Context: an optimization exercise on an open-source flow, tuned for small area, a short achievable clock period and few clock cycles per item. The choices shown serve that exercise and are no tape-out recipe.
The RTL was checked by simulation tests, not by an equivalence proof against the original design.
Power and IR drop assume default switching activity.

## flow/design.v (module list and top-level ports; edited modules follow where they fit)
// module cheb_fa: 4 lines
// module cheb_ha: 4 lines
// module cheb_bpp: 3 lines
// module cheb_bppn: 3 lines
// module cheb_mac2: 368 lines
// module cheb_mac1: 571 lines
// module cheb_mac0: 524 lines
// module cheb_dsub: 103 lines
// module cheb_accadd: 140 lines
// module cheb_cpa16: 75 lines
// module layer: 124 lines
module layer #(
    parameter integer WIDTH     = 16,
    parameter integer ACC_WIDTH = 22
)(
    input  logic              clk,
    input  logic              rst_n,
    input  logic              start,
    input  logic signed [WIDTH-1:0] x_in,
    output logic              ready,
    output logic              debug_bit,
    output logic signed [WIDTH-1:0]     y_out,
    output logic signed [ACC_WIDTH-1:0] acc_out
);
  // ...
==> flow/flow/run.sh <==
#!/bin/bash
# The standard layout (the standard.sh), in three parts:
#  1. the standard synthesis;
#  3. the rest of the standard flow, with timing repair aimed at a setup
#     slack margin of 6.9 ns and free to resize cells across footprints, so
#     that it sizes up again the cells on critical paths. The SDC, clock
#     period and I/O constraints are unchanged.
set -euo pipefail
bash standard.sh synth > synth.log 2>&1
openroad -no_init -exit flow/downsize.tcl > downsize.log 2>&1
bash standard.sh SETUP_SLACK_MARGIN=6.9 MATCH_CELL_FOOTPRINT=0 finish > standard.log 2>&1
==> flow/flow/downsize.tcl <==
set odb orfs/results/sky130hd/layer/base/1_synth.odb
read_db $odb
set db [ord::get_db]
set block [ord::get_db_block]
set to [$db findMaster sky130_fd_sc_hd__a22oi_1]
set n 0
foreach inst [$block getInsts] {
  if {[[$inst getMaster] getName] eq "sky130_fd_sc_hd__a22oi_2"} {
    $inst swapMaster $to
    incr n
  }
}
puts "downsized $n a22oi_2 to a22oi_1"
write_db $odb
==> flow/standard.sh <==
#!/bin/bash
# synth_recipe.tcl (not shown) runs the flow's synth.tcl, then flattens the netlist and writes it again
# the make line also repeats each setting of config.mk as NAME=value (left out here)
make -C /OpenROAD-flow-scripts/flow DESIGN_CONFIG=/design/flow/config.mk WORK_HOME=/design/flow/orfs CLKGATE_MAP_FILE= SYNTH_SCRIPT=/design/flow/synth_recipe.tcl "${@:-finish}"
==> flow/config.mk <==
export PLATFORM = sky130hd
export DESIGN_NAME = layer
export DESIGN_NICKNAME = layer
export VERILOG_FILES = /design/flow/design.v
export SDC_FILE = /design/flow/constraint.sdc
export NUM_CORES = 4
export LEC_CHECK = 0
export CAP_MARGIN = 20
export CORE_MARGIN = 2
export CORE_UTILIZATION = 40
export CTS_BUF_LIST = sky130_fd_sc_hd__clkbuf_4 sky130_fd_sc_hd__clkbuf_8
export SLEW_MARGIN = 20
export SYNTH_HIERARCHICAL = 1
export SYNTH_MINIMUM_KEEP_SIZE = 0
==> flow/constraint.sdc <==
create_clock -name core_clock -period 10.0 [get_ports {clk}]
set_input_delay 2.0000 -clock core_clock [delete_from_list [all_inputs] [get_ports {clk}]]
set_output_delay 2.0000 -clock core_clock [all_outputs]
set_load 0.01 [all_outputs]
==> impl_metrics.yaml, run 1 <==
worst_setup_path:
  worstPathArrival_ps: 4030
  cp_max_fo: 5
  cp-end-kind: "flop"
  r2r-end: "b0s[9]"
  crit_path_cell_trace: "or2b_1 -> o22ai_4 -> buf_6 -> buf_12 -> a22oi_2 -> xor2_2 -> fa_2 -> fa_2 -> fa_2 -> fa_2"
  regToRegSetupSlack_ps: 6590
final_layout:
  buffer_area_share_pct: 8.22
  seq_share_pct: 22.8
  inv_count: 114
  area_growth_pct: 24.5
  fin_util_pct: 50.1
  clock_buffers: 94
  multi_input_area_share_pct: 60.0
  largest_class: "multi-input combinational cells"
logic_synthesis:
  synth.net_count: 2822
  synthCells: 2341
run:
  maxCapViolations: 0
sta:
  worst_pin_slew_ps: 842
  fmax_ghz: 0.293
  layout_min_cycle_time_ps: 3410
  finalSetupTns_ps: 0
power:
  clkPwrFrac_pct: 10.5
  power_top_consumer: "combinational logic"
  p_leak_uw: 0.0124
  ir_drop_v: 0.000187
  pg_comb_uw: 9310
placed_design:
  place_ws_ps: 5940
  dp.cells: 3129
floorplan:
  tapCellCount: 855
  placementRows: 93
route:
  drt_iter0_drc: 1390
  via_per_inst: 5.44
  antenna_left: 0
  wl_met3_mm: 4.09
  met1Wirelength_mm: 26.9
  maxUsedRoutingLayer: "met4"
  wl_met2_mm: 34.7
min_path:
  worstHoldStart: "x3[3]"
  whs_path_depth: 0
clocking:
  post_cts_buffers: 169
  clockBufferDepth: 3
status:
  status: "finished clean"
grt:
  grt_use_total_pct: 20.2
  antenna_found_initial: 1
  grt_first_pass_wirelength_mm: 108
Testbench counts, summed over its fixed seeds: cycles 8,840, items 384.
==> inputs of run 2 (changes only) <==
==> flow/flow/run.sh (replaced) <==
#!/bin/bash
# The standard layout (the standard.sh), in three parts:
#  1. the standard synthesis;
#  3. the rest of the standard flow, with timing repair aimed at a setup
#     slack margin of 6.6 ns and free to resize cells across footprints, so
#     that it sizes up again the cells on critical paths. The SDC, clock
#     period and I/O constraints are unchanged.
set -euo pipefail
bash standard.sh synth > synth.log 2>&1
openroad -no_init -exit flow/downsize.tcl > downsize.log 2>&1
bash standard.sh SETUP_SLACK_MARGIN=6.6 MATCH_CELL_FOOTPRINT=0 finish > standard.log 2>&1
==> impl_metrics.yaml, run 2 <==
status:
  status: "finished clean"
final_layout:
  seqCellArea_um2: 7220
  final.fill_count: 5764
  area_growth_pct: 21.0
  layout.nets: 3003
  multi_input_area_um2: 18400
  reg_top3: "acc x22, acc_q x22"
  final_common_cell: "xnor2_1"
  layout_common_cells: "xnor2_1, a22oi_1, dfxtp_1"
  drive_gt1_share_pct: 22.1
worst_setup_path:
  endpoint: "b0s[3]"
  timing.rr.start: "x4[3]"
  r2r-end: "b0s[3]"
  setup.worst_path.start_class: "flop"
  crit_buf_inv: 2
  cp_common_cell: "fa_1"
  worstPathArrival_ps: 3940
  reg2reg_depth: 10
  critPathKind: "reg -> reg"
  critPathMaxStageDelay_ps: 540
  worstSetupStartpoint: "x4[3]"
  regToRegSetupSlack_ps: 6590
  worst_path_max_delay_cell: "fa_1"
  cp_max_fo: 5
  cp.depth: 10
  crit_path_cell_trace: "or2b_1 -> o22ai_4 -> buf_12 -> clkbuf_16 -> a22oi_1 -> xnor2_1 -> fa_1 -> fa_2 -> fa_1 -> fa_1"
  cp-end-kind: "flop"
  cp_top_family: "adder cells"
  worstPathRequired_ps: 10530
placed_design:
  place_congestion: 0.839
  port_buffers: 58
  hpwl_mm: 44.0
logic_synthesis:
  synth.net_count: 2822
  avgSynthCellArea_um2: 11.0
  synthCells: 2341
  ys_warn_count: 10
  synthesis.area_um2: 25800
sta:
  final_hold_viol_count: 0
  layout_min_cycle_time_ps: 3410
  worst_pin_slew_ps: 798
  finalSetupTns_ps: 0
  setup_violations: 0
  slew_violations: 0
  fmax_ghz: 0.293
  slew_headroom_pct: 46.7
  finalCritPeriodShare_pct: 34.1
  skew_ps: 43.1
  rsz0062_at_grt: "yes"
  hold_ws_ps: 321
grt:
  grt_first_pass_wirelength_mm: 104
  antenna_found_initial: 1
  grt_pass1_vias: 19600
  grt_use_total_pct: 19.4
  grt-ovfl-total: 0
  grt_max_degree: 31
route:
  dr_total_vias: 18500
  drtPass1Iterations: 5
  wl_mm: 65.6
  drc_errors: 0
  wl_per_cell_um: 19.1
  drt_iter0_drc: 1161
  via_per_inst: 5.40
  antenna_left: 0
min_path:
  hold_class: "reg -> reg"
  worstHoldStart: "x1[11]"
floorplan:
  placementRows: 93
  fp.dieH_um: 258
  die_w_um: 258
  start_util_pct: 40.2
  core_um2: 64000
  ios: 59
  die-area_um2: 66400
clocking:
  cts.sinks: 350
  clockBufferDepth: 3
  numCtsBuffers: 61
  cts_tree: "built"
  clk_pin_slew_ps: 60
  htree_levels: 2
  cts_hold_buffers: 0
  clockRootBuffer: "clkbuf_8"
  insertion_delay_ps: 680
power:
  intPower_uw: 7430
  clkPwrFrac_pct: 11.4
  comb_power_share_pct: 66.2
  seq_power_share_pct: 22.4
  p_sw_uw: 5680
  power.density_nw_per_um2: 421
  sw_frac_of_total_pct: 43.3
  ir_drop_v: 0.000181
  p_leak_uw: 0.0125
run:
  maxCapViolations: 0
==> run 2: metrics by stage <==
step / setup slack [ps] / area, µm² / total power, µW / cells / utilization (%)
global placement: 5800 / 26900 / 10700 / 3128 / 42.0
global route: 6500 / 31200 / 14600 / 3430 / 48.7
detailed placement: 5740 / 26900 / 11100 / 3128 / 42.0
finish: 6590 / 31200 / 13100 / 3430 / 48.7
floorplan: 6520 / 26200 / 11300 / 2341 / -
CTS: 6510 / 30000 / 12800 / 3352 / 46.9
==> run 2: power by group through the flow <==
stage / Sequential, µW / Combinational [µW] / Clock (µW)
2_1_floorplan: 2680 / 8620 / 0
3_3_place_gp: 2960 / 7780 / 0
3_5_place_dp: 2970 / 8080 / 0
4_1_cts: 2930 / 8290 / 1540
5_1_grt: 3010 / 9940 / 1610
6_report: 2940 / 8690 / 1490
==> run 2: worst register-to-register path, cell delays in order, from the launching register on <==
cell and delay, ps:
dfxtp_4 380, or2b_1 270, o22ai_4 130, buf_12 150, clkbuf_16 140, a22oi_1 90
xnor2_1 330, fa_1 460, fa_2 380, fa_1 540, fa_1 400
==> run 2: layer usage <==
metal | track usage, % | vias to the layer above | part of all wire [%]
met2 | 34.5 | 645 | 51
met3 | 3.13 | 162 | 5.7
li1 | - | 8472 | -
met4 | 8.65 | 0 | 3.5
met1 | 22.9 | 9255 | 40
met5 | 0 | - | 0
==> run 2: layout make-up <==
class                   instances  share of cell area [%]
clock buffers                  95                    3.79
multi-input cells            1750                    59.0
diodes                          1                 0.00803
flip-flops and latches        350                    23.2
repair buffers                245                    8.34
well taps                     855                    3.43
inverters                     114                    1.41
clock inverters                20                   0.783
==> run 2: worst min path at each step <==
stage | endpoint | slack (ps) | cells past startpoint
finish | x2[11] | 320 | 0
global route | x2[3] | 330 | 0
CTS | x2[9] | 320 | 0
detailed placement | x2[11] | 310 | 0
global placement | x2[0] | 310 | 0
floorplan | x2[11] | 310 | 0
==> run 2: what timing repair did <==
| item | CTS | global route |
|---|---|---|
| cloned | 1 | 2 |
| setup endpoints to repair | 124 | 62 |
| resized for setup | 116 | 134 |
| setup buffers | 108 | 75 |
| pin swaps | 39 | 97 |
==> inputs of run 3 (changes only) <==
==> flow/flow/run.sh (replaced) <==
#!/bin/bash
# The standard layout (the standard.sh), in three parts:
#  1. the standard synthesis;
#  3. the rest of the standard flow, with timing repair aimed at a setup
#     slack margin of 6.6 ns and free to resize cells across footprints, so
#     that it buffers and sizes up what the critical paths need. The SDC,
#     clock period and I/O constraints are unchanged.
set -euo pipefail
bash standard.sh synth > synth.log 2>&1
openroad -no_init -exit flow/downsize.tcl > downsize.log 2>&1
bash standard.sh SETUP_SLACK_MARGIN=6.6 MATCH_CELL_FOOTPRINT=0 finish > standard.log 2>&1
--- a/flow/flow/downsize.tcl
+++ b/flow/flow/downsize.tcl
@@ -1,5 +1,7 @@
 set odb orfs/results/sky130hd/layer/base/1_synth.odb
 read_db $odb
+read_liberty $::env(FLOW_HOME)/platforms/sky130hd/lib/sky130_fd_sc_hd__tt_025C_1v80.lib
+remove_buffers
 set db [ord::get_db]
 set block [ord::get_db_block]
 set to [$db findMaster sky130_fd_sc_hd__a22oi_1]
==> impl_metrics.yaml, run 3 <==
floorplan:
  die_w_um: 253
  core_um2: 61600
  die-area_um2: 64100
  start_util_pct: 40.3
  fp.dieH_um: 253
  placementRows: 91
  ios: 59
route:
  wl_mm: 64.1
  dr_total_vias: 18300
  antenna_left: 0
  via_per_inst: 5.42
  wl_per_cell_um: 19.0
  drc_errors: 0
  drtPass1Iterations: 7
  drt_iter0_drc: 1088
placed_design:
  hpwl_mm: 43.5
  place_congestion: 0.835
  placed_area_um2: 26800
  port_buffers: 58
run:
  maxCapViolations: 0
clocking:
  htree_levels: 2
  clockBufferDepth: 3
  cts_tree: "built"
  insertion_delay_ps: 670
  numCtsBuffers: 61
  cts.sinks: 350
  clk_pin_slew_ps: 60
  clockRootBuffer: "clkbuf_8"
sta:
  final_hold_viol_count: 0
  finalSetupTns_ps: 0
  slew_headroom_pct: 47.4
  worst_pin_slew_ps: 789
  fmax_ghz: 0.287
  skew_ps: 44.6
  slew_violations: 0
  layout_min_cycle_time_ps: 3480
  finalCritPeriodShare_pct: 34.8
  rsz0062_at_grt: "yes"
  setup_violations: 0
final_layout:
  design_area_um2: 30500
  final.fill_count: 5476
  final_common_cell: "xnor2_1"
  layout.nets: 2977
  layout_common_cells: "xnor2_1, a22oi_1, dfxtp_1"
  reg_top3: "acc x22, acc_q x22"
  drive_gt1_share_pct: 19.3
  area_growth_pct: 22.8
logic_synthesis:
  synthesis.area_um2: 24900
  synth.net_count: 2695
  ys_warn_count: 10
  synthCells: 2214
  avgSynthCellArea_um2: 11.2
worst_setup_path:
  worstSetupStartpoint: "x4[3]"
  cp_common_cell: "fa_1"
  reg2reg_depth: 12
  r2r-end: "c0"
  worst_path_max_delay_cell: "fa_1"
  cp_max_fo: 5
  regToRegSetupSlack_ps: 6520
  critPathKind: "reg -> reg"
  worstPathArrival_ps: 4030
  crit_path_cell_trace: "or2b_1 -> o22ai_4 -> buf_6 -> a22oi_2 -> xnor2_2 -> fa_2 -> fa_1 -> fa_1 -> ha_1 -> nand3_1 -> a21oi_1 -> a211o_1"
  timing.rr.start: "x4[3]"
  critPathMaxStageDelay_ps: 510
  worstPathRequired_ps: 10550
  cp-end-kind: "flop"
  setup.worst_path.start_class: "flop"
grt:
  grt-ovfl-total: 0
  grt_use_total_pct: 20.1
  grt_pass1_vias: 19400
  antenna_found_initial: 1
  grt_first_pass_wirelength_mm: 103
  grt_max_degree: 31
min_path:
  hold_class: "reg -> reg"
  holdPathEnd: "x4[10]"
  worstHoldStart: "x3[10]"
  whs_path_depth: 0
power:
  ir_drop_v: 0.000207
  power.density_nw_per_um2: 417
  p_leak_uw: 0.0123
status:
  status: "finished clean"
==> run 3: changes by cell type in the layout (fill, tap and decap cells not counted), sizes merged <==
cell | before | now
clkbuf | 98 | 86
inv | 114 | 113
clkinvlp | 4 | 5
buf | 184 | 160
clkinv | 11 | 15
==> run 3: worst max-delay path by stage <==
| stage | cells past startpoint | slack (ps) | end |
|---|---|---|---|
| 2_1_floorplan | 9 | 6590 | b1s[6] |
| 3_3_place_gp | 7 | 5820 | dig0[6] |
| 3_5_place_dp | 7 | 5790 | dig0[6] |
| 4_1_cts | 13 | 6520 | c0 |
| 5_1_grt | 14 | 6400 | c0 |
| 6_report | 12 | 6520 | c0 |
==> run 3: timing repair <==
item,in CTS,in global routing
pin swaps,64,66
resized for setup,134,100
setup endpoints to repair,122,66
hold buffers,0,0
cloned,2,0
setup buffers,111,44
==> run 3: cell type report <==
| cell class | instances | area [µm²] | area share, % |
|---|---|---|---|
| Antenna cell | 1 | 2.50 | 0.00820 |
| Clock buffer | 85 | 1080 | 3.52 |
| Clock inverter | 24 | 250 | 0.820 |
| Inverter | 114 | 432 | 1.41 |
| Multi-Input combinational cell | 1750 | 18200 | 59.6 |
| Sequential cell | 350 | 7210 | 23.6 |
| Tap cell | 837 | 1050 | 3.43 |
| Timing Repair Buffer | 219 | 2310 | 7.56 |
==> run 3: per-stage QoR <==
stage                     utilization (%)  worst slack, ps  std cells  power, µW  hold slack, ps
after floorplan                         -             6590       2214       8830             309
after global placement               43.5             5820       3113      10700             311
after detailed placement             43.5             5790       3113      10900             312
after CTS                            48.5             6520       3335      12600             284
after global routing                 49.6             6400       3380      14200             310
final                                49.6             6520       3380      12700             291
==> run 3: power breakdown <==
part           internal [µW]  leakage [µW]  switching [µW]
sequential              2150       0.00299             771
clock                    821      0.000693             597
combinational           4190       0.00857            4190
==> run 3: layer usage <==
| metal | wire length, µm | GRT usage, % | vias to the layer above |
|---|---|---|---|
| li1 | - | - | 8407 |
| met1 | 26100 | 24.5 | 9141 |
| met2 | 32600 | 35.8 | 630 |
| met3 | 3580 | 2.95 | 130 |
| met4 | 1850 | 7.95 | 0 |
| met5 | 0 | 0 | - |
==> run 3: critical path, delay by kind of cell, from the launching register on <==
family	cells	cell delay [ps]
adders and majority gates	4	1620
AOI/OAI and AO/OA	4	660
buffers and inverters	1	150
xor gates and xnor gates	1	190
and+or+nand+nor	2	360
DFF	1	380
==> inputs of run 4 (changes only) <==
--- a/flow/config.mk
+++ b/flow/config.mk
@@ -8,7 +8,9 @@
 export CAP_MARGIN = 20
 export CORE_MARGIN = 2
 export CORE_UTILIZATION = 40
-export CTS_BUF_LIST = sky130_fd_sc_hd__clkbuf_4 sky130_fd_sc_hd__clkbuf_8
+export CTS_BUF_LIST = sky130_fd_sc_hd__clkbuf_8 sky130_fd_sc_hd__clkbuf_16
+export CTS_CLUSTER_DIAMETER = 60
+export CTS_CLUSTER_SIZE = 24
 export SLEW_MARGIN = 20
 export SYNTH_HIERARCHICAL = 1
 export SYNTH_MINIMUM_KEEP_SIZE = 0
==> impl_metrics.yaml, run 4 <==
sta:
  finalCritPeriodShare_pct: 34.9
  finalSetupTns_ps: 0
  skew_ps: 37.0
  final_hold_viol_count: 0
  rsz0062_at_grt: "yes"
  fin_ws_ps: 6510
  slew_headroom_pct: 45.8
  worst_pin_slew_ps: 812
  setup_violations: 0
  layout_min_cycle_time_ps: 3490
  slew_violations: 0
  fmax_ghz: 0.286
grt:
  antenna_found_initial: 0
  grt_use_total_pct: 20.1
  grt_use_met3_pct: 3.55
  grt-ovfl-total: 0
  use_met2_pct: 35.9
  met1_usage_pct: 24.1
  grt_max_degree: 31
  grt_first_pass_wirelength_mm: 102
  top_usage_layer: "met2"
  grt_pass1_vias: 19100
worst_setup_path:
  setup.worst_path.start_class: "flop"
  worstPathRequired_ps: 10440
  critPathKind: "reg -> reg"
  worstPathArrival_ps: 3930
  cp-end-kind: "flop"
  cp_max_fo: 5
final_layout:
  layout_common_cells: "xnor2_1, a22oi_1, dfxtp_1"
  drive_gt1_share_pct: 19.0
  fin_util_pct: 49.9
  n_antenna_cell: 0
  final_common_cell: "xnor2_1"
  layout.nets: 2963
  reg_top3: "acc x22, acc_q x22"
  final_cells: 3348
  area_growth_pct: 23.8
clocking:
  cts_tree: "built"
  insertion_delay_ps: 590
  cts.sinks: 350
  clockRootBuffer: "clkbuf_16"
  htree_levels: 2
  clockBufferDepth: 3
  clk_pin_slew_ps: 90
  numCtsBuffers: 37
power:
  comb_power_share_pct: 65.4
  seq_power_share_pct: 23.0
  ir_drop_v: 0.000214
  p_sw_uw: 5650
  power.density_nw_per_um2: 413
  power_uw: 12700
  intPower_uw: 7060
  clkPwrFrac_pct: 11.6
  sw_frac_of_total_pct: 44.4
  p_leak_uw: 0.0123
route:
  drc_errors: 0
  drtPass1Iterations: 5
  via_per_inst: 5.43
  wl_per_cell_um: 19.2
  drt_iter0_drc: 1177
  wl_mm: 64.2
  antenna_left: 0
  dr_total_vias: 18200
floorplan:
  start_util_pct: 40.3
  core_um2: 61600
  ios: 59
  placementRows: 91
  fp.dieH_um: 253
  die-area_um2: 64100
  die_w_um: 253
logic_synthesis:
  synth.net_count: 2695
  ys_warn_count: 10
  avgSynthCellArea_um2: 11.2
  synthCells: 2214
  synthesis.area_um2: 24900
placed_design:
  hpwl_mm: 43.5
  port_buffers: 58
  place_congestion: 0.835
  dp.cells: 3113
  place_ws_ps: 5790
run:
  maxCapViolations: 0
status:
  status: "finished clean"
min_path:
  hold_class: "reg -> reg"
## run 4: cell type report
cell class	count	area, µm²
clock inverter	30	402
fill	5440	30800
sequential	350	7230
inverter	114	434
tap	837	1050
clock buffer	38	940
multi-input combinational	1750	18200
timing repair buffer	229	2460
## run 4: power groups by stage
stage / registers, µW / logic, µW / clock network [µW]
after floorplan: 2680 / 6150 / 0
after global placement: 2940 / 7750 / 0
after detailed placement: 2960 / 7980 / 0
after CTS: 2910 / 8150 / 1520
after global routing: 3000 / 9660 / 1580
final: 2920 / 8310 / 1480
## run 4: metal layers
metal	vias to the layer above	routed length (µm)
met4	0	1840
met3	130	3650
li1	8376	-
met2	622	32500
met5	-	0
met1	9040	26200
## run 4: final timing paths
check,cells after the start,to,start,slack (ps)
min in group asynchronous,1,cnt[2],rst_n,1800
hold reg to reg,0,i2[1],i1[1],320
hold / removal,0,i2[1],i1[1],320
setup reg to reg,14,c0,x4[3],6510
setup / recovery,14,c0,x4[3],6510
max in group asynchronous,1,fst6,rst_n,7710
## run 4: through the flow
stage | hold slack [ps] | instance area, µm²
floorplan | 309 | 25200
global placement | 311 | 26800
CTS | 320 | 29700
finish | 318 | 30800
detailed placement | 312 | 26800
global route | 324 | 30800
## run 4: worst max-delay path, cell delays in order (launching register included)
cell and delay [ps]:
dfxtp_4 390, or2b_1 270, o22ai_4 130, buf_4 190, a22oi_2 80, xnor2_1 180, inv_1 70, ha_1 270
inv_1 50, fa_1 480, fa_1 520, ha_1 300, nand3_1 90, a21oi_1 40, a211o_1 290
## run 4: repair_timing
action	in CTS	in global routing
setup buffers	100	64
gates cloned	2	1
gates resized for setup	125	132
pin swaps	48	91
hold buffers	0	0
setup endpoints to repair	123	65
==> inputs of run 5 (changes only) <==
--- a/flow/flow/run.sh
+++ b/flow/flow/run.sh
@@ -7,5 +7,5 @@
 #     clock period and I/O constraints are unchanged.
 set -euo pipefail
 bash standard.sh synth > synth.log 2>&1
-openroad -no_init -exit flow/downsize.tcl > downsize.log 2>&1
+openroad -no_init -exit flow/presize.tcl > presize.log 2>&1
 bash standard.sh SETUP_SLACK_MARGIN=6.6 MATCH_CELL_FOOTPRINT=0 finish > standard.log 2>&1
==> flow/flow/presize.tcl (new file) <==
# After the standard synthesis, before the standard floorplan:
#  - take out the buffers ABC put in (the layout's repair buffers what it needs);
#  - give flip-flops that drive many loads a stronger drive (same cell type,
#    dfxtp_1 -> dfxtp_2 or dfxtp_4).
set odb orfs/results/sky130hd/layer/base/1_synth.odb
read_db $odb
read_liberty $::env(FLOW_HOME)/platforms/sky130hd/lib/sky130_fd_sc_hd__tt_025C_1v80.lib
remove_buffers
set db [ord::get_db]
set block [ord::get_db_block]
set aoi1 [$db findMaster sky130_fd_sc_hd__a22oi_1]
set ff2 [$db findMaster sky130_fd_sc_hd__dfxtp_2]
set ff4 [$db findMaster sky130_fd_sc_hd__dfxtp_4]
set n 0
set f2 0
set f4 0
foreach inst [$block getInsts] {
  set m [[$inst getMaster] getName]
  if {$m eq "sky130_fd_sc_hd__a22oi_2"} {
    $inst swapMaster $aoi1
    incr n
  } elseif {$m eq "sky130_fd_sc_hd__dfxtp_1"} {
    set q [$inst findITerm Q]
    set net [$q getNet]
    if {$net eq "NULL"} { continue }
    set loads [expr {[llength [$net getITerms]] - 1 + [llength [$net getBTerms]]}]
    if {$loads >= 12} {
      $inst swapMaster $ff4
      incr f4
    } elseif {$loads >= 6} {
      $inst swapMaster $ff2
      incr f2
    }
  }
}
puts "a22oi_2 -> a22oi_1: $n; dfxtp_1 -> dfxtp_2: $f2, -> dfxtp_4: $f4"
write_db $odb
--- a/flow/config.mk
+++ b/flow/config.mk
@@ -8,9 +8,7 @@
 export CAP_MARGIN = 20
 export CORE_MARGIN = 2
 export CORE_UTILIZATION = 40
-export CTS_BUF_LIST = sky130_fd_sc_hd__clkbuf_8 sky130_fd_sc_hd__clkbuf_16
-export CTS_CLUSTER_DIAMETER = 60
-export CTS_CLUSTER_SIZE = 24
+export CTS_BUF_LIST = sky130_fd_sc_hd__clkbuf_4 sky130_fd_sc_hd__clkbuf_8
 export SLEW_MARGIN = 20
 export SYNTH_HIERARCHICAL = 1
 export SYNTH_MINIMUM_KEEP_SIZE = 0
removed: flow/flow/downsize.tcl
==> impl_metrics.yaml, run 5 <==
clocking:
  insertion_delay_ps: 690
  clk_pin_slew_ps: 70
  clockRootBuffer: "clkbuf_8"
  cts.sinks: 350
  htree_levels: 2
  numCtsBuffers: 61
  cts_hold_buffers: 0
  clockBufferDepth: 3
  cts_tree: "built"
min_path:
  whs_path_depth: 0
  hold_class: "reg -> reg"
placed_design:
  hpwl_mm: 43.6
  port_buffers: 58
  placed_area_um2: 27000
  place_congestion: 0.843
logic_synthesis:
  ys_warn_count: 10
  avgSynthCellArea_um2: 11.4
  synthCells: 2214
  synthesis.area_um2: 25200
  synth.net_count: 2695
grt:
  grt_pass1_vias: 19300
  grt_use_total_pct: 20.0
  antenna_found_initial: 2
  grt_max_degree: 31
  grt_first_pass_wirelength_mm: 103
  grt-ovfl-total: 0
final_layout:
  multi_input_area_um2: 18300
  area_growth_pct: 22.8
  final_common_cell: "xnor2_1"
  final.fill_count: 5546
  layout_common_cells: "xnor2_1, a22oi_1, fa_1"
  design_area_um2: 30900
  layout.nets: 2975
  reg_top3: "acc x22, acc_q x22"
  drive_gt1_share_pct: 22.1
  seqCellArea_um2: 7410
worst_setup_path:
  worstPathRequired_ps: 10560
  setup.worst_path.start_class: "flop"
  cp_max_fo: 7
  critPathKind: "reg -> reg"
  worstPathArrival_ps: 4000
  reg2reg_depth: 10
  cp-end-kind: "flop"
floorplan:
  die_w_um: 255
  ios: 59
  placementRows: 91
  start_util_pct: 40.6
  core_um2: 61900
  die-area_um2: 64900
  fp.dieH_um: 255
run:
  maxCapViolations: 0
sta:
  skew_ps: 30.4
  finalCritPeriodShare_pct: 34.4
  slew_violations: 0
  slew_headroom_pct: 46.6
  final_hold_viol_count: 0
  worst_pin_slew_ps: 799
  fmax_ghz: 0.290
  setup_violations: 0
  layout_min_cycle_time_ps: 3440
  finalSetupTns_ps: 0
  rsz0062_at_grt: "yes"
route:
  via_per_inst: 5.46
  wl_per_cell_um: 19.3
  antenna_left: 0
  wl_mm: 65.3
  drtPass1Iterations: 6
  drt_iter0_drc: 1326
  dr_total_vias: 18500
  drc_errors: 0
power:
  p_leak_uw: 0.0124
  ir_drop_v: 0.000184
  power.density_nw_per_um2: 418
status:
  status: "finished clean"
[run 5: timing repair]
action                                  CTS  global route
endpoints found under the setup margin  121            55
gates resized for setup                 102           108
pin swaps                                31            72
buffers inserted                         93            61
gates cloned                              0             2
[run 5: metal layers]
metal	vias up	wire length (µm)	global-route usage [%]
met5	-	0	0
met2	626	33400	35.9
met1	9307	26300	24.4
li1	8411	-	-
met3	147	3670	2.86
met4	0	1910	6.97
[run 5: final timing paths]
kind | from | to | slack [ps]
max | x4[3] | b0s[3] | 6560
min | x1[11] | x2[11] | 310
max reg2reg | x4[3] | b0s[3] | 6560
min reg2reg | x1[11] | x2[11] | 310
max in group asynchronous | rst_n | fst6 | 7830
min in group asynchronous | rst_n | lst7 | 1700
[run 5: report_power, final]
part	total, µW	leakage, µW	internal [µW]	switching, µW
logic	8460	0.00859	4240	4220
registers	2970	0.00301	2200	777
clock network	1480	0.000762	851	630
[run 5: worst max-delay path, cell delays in order (launching register included)]
cell and delay [ps]:
dfxtp_4 380, or2b_1 260, o22ai_4 220, buf_6 180
buf_4 100, a22oi_1 70, xnor2_1 270, fa_2 490
fa_2 380, fa_2 550, fa_1 390
[run 5: cell type report]
cell class / count / area share (%)
clock buffers: 93 / 3.86
flip-flops and latches: 350 / 24.0
multi-input cells: 1750 / 59.1
well taps: 837 / 3.39
inverters: 114 / 1.40
diodes: 2 / 0.0162
repair buffers: 217 / 7.52
clock inverters: 23 / 0.745
[run 5: stage by stage]
step                util, %  hold slack, ps  power (µW)  instances  setup WS (ps)
floorplan                 -             309        8880       2214           6540
global placement       43.6             310       10800       3112           5790
detailed placement     43.6             312       11000       3112           5740
CTS                    48.3             314       12700       3321           6450
global route           49.9             317       14300       3386           6460
finish                 49.9             315       12900       3386           6560

==> what the ideal ports hide <==
The results above use ideal ports. As a check the final layouts listed here were re-extracted and re-timed, cells and wires unchanged.
Step 1 (the two cells are an assumption about what drives the block):
set clk [get_ports {clk}]
set_driving_cell -lib_cell sky130_fd_sc_hd__clkbuf_16 $clk
set_driving_cell -lib_cell sky130_fd_sc_hd__buf_2 [delete_from_list [all_inputs] $clk]
Step 2, shift: input delay + t, output delay - t, t = (earliest + latest rising clock arrival at the registers) / 2. This alone moves slack from input paths to output paths.
Three values: ideal, step 1, step 2; two values: the first two.
run | t, ns | setup WS [ns] | worst setup path at the end
run 1 | 0.728 | 6.587 / 6.587 / 6.308 | input to register
run 2 | 0.715 | 6.592 / 6.592 / 6.145 | input to register
run 3 | 0.710 | 6.516 / 6.516 / 6.165 | input to register
run 4 | 0.629 | 6.508 / 6.508 / 6.186 | input to register
run 5 | 0.741 | 6.555 / 6.555 / 6.106 | input to register
After both steps every run listed still meets setup and hold. For run 5, which loses most, drivers alone change the setup slack by 0.000 ns; drivers and shift together by -0.449 ns.
